What follows belongs to an exercise in optimizing a design on an open flow for small area and a short achievable clock period; a production flow would make more cautious choices. Function was checked by simulation only, so behaviour that the tests miss may differ from the original. No activity file was given, so power comes from the tool's default toggle rates.

==> flow/design.v (excerpt) <==
module SM3_top
	(
		clk_in,
		reset_n_in,
		SM3_en_in,
		msg_in,
		msg_valid_in,
		is_last_word_in,
		last_word_byte_in,
		sm3_result_out,
		sm3_finished_out
	);
export LEC_CHECK = 0
export ABC_AREA = 1
export CAP_MARGIN = 20
export CORE_MARGIN = 2
export CORE_UTILIZATION = 60
export CTS_BUF_LIST = sky130_fd_sc_hd__clkbuf_8
export SETUP_SLACK_MARGIN = 5
export SLEW_MARGIN = 20
create_clock -name core_clock -period 9.5 [get_ports {clk_in}]
standard.sh (not shown) runs the stock make flow with config.mk's settings and CLKGATE_MAP_FILE= SYNTH_SCRIPT=/design/flow/synth_recipe.tcl, a recipe that flattens the netlist after the stock synthesis.
==> flow/flow/run.sh <==
#!/bin/bash
# Layout flow: the standard ORFS flow (standard.sh), with these changes:
#  - synthesis maps the adders with ABC like the rest of the logic
#    (ADDER_MAP_FILE empty: no full/half adder cell extraction); the
#    registers are those of the standard synthesis;
#  - the input and output port buffers are sky130_fd_sc_hd__buf_1 (the
#    smallest buffer) instead of the cell buffer_ports picks by default;
#  - clock tree synthesis adds no dummy loads; its buffers are clkbuf_8.
# The output of the whole run goes to flow_run.log in the work folder; the
# ORFS tools keep their own logs under orfs/logs/.
set -euo pipefail
export ADDER_MAP_FILE=
export BUFFER_PORTS_ARGS="-buffer_cell sky130_fd_sc_hd__buf_1"
export CTS_ARGS="-sink_clustering_enable -repair_clock_nets -dont_use_dummy_load -buf_list sky130_fd_sc_hd__clkbuf_8"
bash standard.sh > flow_run.log 2>&1
The baseline produced a clean layout.
==> next run, changes <==
--- a/flow/design.v
+++ b/flow/design.v
@@ -58,19 +58,18 @@
 reg			slow;		 
 reg			started;	 
 reg			dmode;		 
 reg			fin;		 
 reg			pend80;		 
 reg			done;		 
 reg			inw;		 
 reg			lda, lde;	 
 reg			earlya, earlye;	 
-reg			tsw;		 
 reg			upd0, upd1;	 
 reg			updn0, updn1;	 
 reg	[54:0]	blk;		 
 reg			blkinc;		 
 reg	[5:0]	lenq;		 
 wire		at0		= (cyc == 7'd0);
 wire		start	= at0 && !done && (dmode ? (msg_valid_in && started) : 1'b1);
 wire		dw		= dmode && inw && (!at0 || start);	 
 wire		lastw	= dw && is_last_word_in;
@@ -89,19 +88,18 @@
 			dmode				<= 1'b1;
 			fin					<= 1'b0;
 			pend80				<= 1'b0;
 			done				<= 1'b0;
 			inw					<= 1'b1;
 			lda					<= 1'b1;
 			lde					<= 1'b1;
 			earlya				<= 1'b1;
 			earlye				<= 1'b1;
-			tsw					<= 1'b0;
 			upd0				<= 1'b0;
 			upd1				<= 1'b0;
 			updn0				<= 1'b1;
 			updn1				<= 1'b1;
 			sm3_finished_out	<= 1'b0;
 			blk					<= 55'd0;
 			blkinc				<= 1'b0;
 			lenq				<= 6'd0;
 		end
@@ -109,23 +107,22 @@
 		begin
 			cyc					<= cyc_n;
 			slow				<= slow_n;
 			started				<= 1'b1;
 			inw					<= (cyc_n < (slow_n ? 7'd16 : 7'd15));
 			lda					<= (cyc_n < {6'd2, slow_n});
 			lde					<= (cyc_n <= 7'd3 + slow_n);
 			earlya				<= (cyc_n < {6'd10, slow_n});
 			earlye				<= (cyc_n <= 7'd19 + slow_n);
-			tsw					<= (cyc_n == (slow_n ? 7'd20 : 7'd19));
-			upd0				<= (cyc_n == (slow_n ? 7'd68 : 7'd67));
-			updn0				<= (cyc_n != (slow_n ? 7'd68 : 7'd67));
-			upd1				<= (cyc == (slow ? 7'd67 : 7'd66));
-			updn1				<= (cyc != (slow ? 7'd67 : 7'd66));
+			upd0				<= (cyc_n == {6'd34, slow_n});
+			updn0				<= (cyc_n != {6'd34, slow_n});
+			upd1				<= (cyc == (slow ? 7'd68 : 7'd67));
+			updn1				<= (cyc != (slow ? 7'd68 : 7'd67));
 			sm3_finished_out	<= (cyc_n == {6'd34, slow_n}) && fin;
 			blkinc	<= dw && cyc[3:0] == 4'd15 && (!is_last_word_in || last_word_byte_in == 2'b11);
 			if (blkinc)
 				blk	<= blk + 55'd1;
 			if (lastw)
 				begin
 					dmode	<= 1'b0;
 					lenq	<= {cyc[3:0], 2'b00} + {4'd0, last_word_byte_in} + 6'd1;
 					pend80	<= (last_word_byte_in == 2'b11) && !at0;
@@ -188,29 +185,27 @@
 wire [31:0]	tt2		= add32(c2s, {c2c[30:0], 1'b0});
 wire [31:0]	p0		= tt2 ^ rotl(tt2, 9) ^ rotl(tt2, 17);
 wire [1:0]	lstep	= at0 ? 2'd0 : cyc[1:0] - {1'b0, slow};
 wire [31:0]	a_ld	= lstep == 2'd0 ? rotl(vd, 23) :
 					  lstep == 2'd1 ? rotl(vc, 23) :
 					  lstep == 2'd2 ? vb : va;
 wire [31:0]	e_ld	= lstep == 2'd0 ? rotl(vh, 13) :
 					  lstep == 2'd1 ? rotl(vg, 13) :
 					  lstep == 2'd2 ? vf : ve;
-wire [31:0]	ra_d	= lda ? a_ld : tt1;
-wire [31:0]	re_d	= lde ? e_ld : p0;
 always @(posedge clk_in)
 	begin
-		ra	<= ra_d;
+		ra	<= lda ? a_ld : tt1;
 		rb	<= ra;
 		rc	<= rotl(rb, 9);
 		rd	<= rc;
-		re	<= re_d;
+		re	<= lde ? e_ld : p0;
 		rf	<= re;
 		rg	<= rotl(rf, 19);
 		rh	<= rg;
-		T	<= lda ? T0 : tsw ? rotl(T1, 16) : rotl(T, 1);
+		T	<= lda ? T0 : (cyc == (slow ? 7'd20 : 7'd19)) ? rotl(T1, 16) : rotl(T, 1);
 	end
-wire [255:0] vnext = V ^ {ra_d & {32{upd0}}, ra & {32{upd0}}, rotl(rb, 9) & ~{32{updn0}}, rc & ~{32{updn0}},
-						  re_d & {32{upd1}}, re & {32{upd1}}, rotl(rf, 19) & ~{32{updn1}}, rg & ~{32{updn1}}};
+wire [255:0] vnext = V ^ {ra & {32{upd0}}, rb & {32{upd0}}, rc & ~{32{updn0}}, rd & ~{32{updn0}},
+						  re & {32{upd1}}, rf & {32{upd1}}, rg & ~{32{updn1}}, rh & ~{32{updn1}}};
 always @(posedge clk_in)
 	V	<= clr ? IV : vnext;
-assign	sm3_result_out	= V;
+assign	sm3_result_out	= vnext;
 endmodule
What happened: The new run passed the timing, design-rule and antenna checks. Wire length decreases by 6.7%. Total power decreases by 4.2%. Setup slack gets better by 0.25 ns. Non-clock buffer count decreases by 137. Synthesized cell count increases by 0.96%. Final area decreases by 5.3%. Final cell count decreases by 0.57%. Utilization decreases by 4.0 points.

## port drivers added, routing unchanged
The flow's constraints put no driver on any port. The routed layouts listed below were extracted and timed again, unchanged, in two steps. Step 1, drivers: a clkbuf_16 drives clk_in and a buf_2 each remaining input, both assumed. Step 2, shift: input delay + t, output delay - t, t = (earliest + latest rising clock arrival at the registers) / 2. This alone moves slack from input paths to output paths. a / b / c = no drivers / after step 1 / after step 2; a / b = the first two.
run | shift t [ns] | setup slack, ns | hold WS [ns] | worst register clock-pin slew, ns | pins driven straight from the clock port
the first run | 0.940 | 4.793 / 4.793 / 4.271 | 0.273 / 0.273 / 0.273 | 0.08 / 0.08 | 1
the second run | 0.905 | 5.043 / 4.965 / 4.398 | 0.279 / 0.279 / 0.279 | 0.07 / 0.07 | 1
After both steps every run listed still meets setup and hold. The setup slack of the second run, which loses most, moves by -0.078 ns with the drivers and by -0.645 ns with both steps.
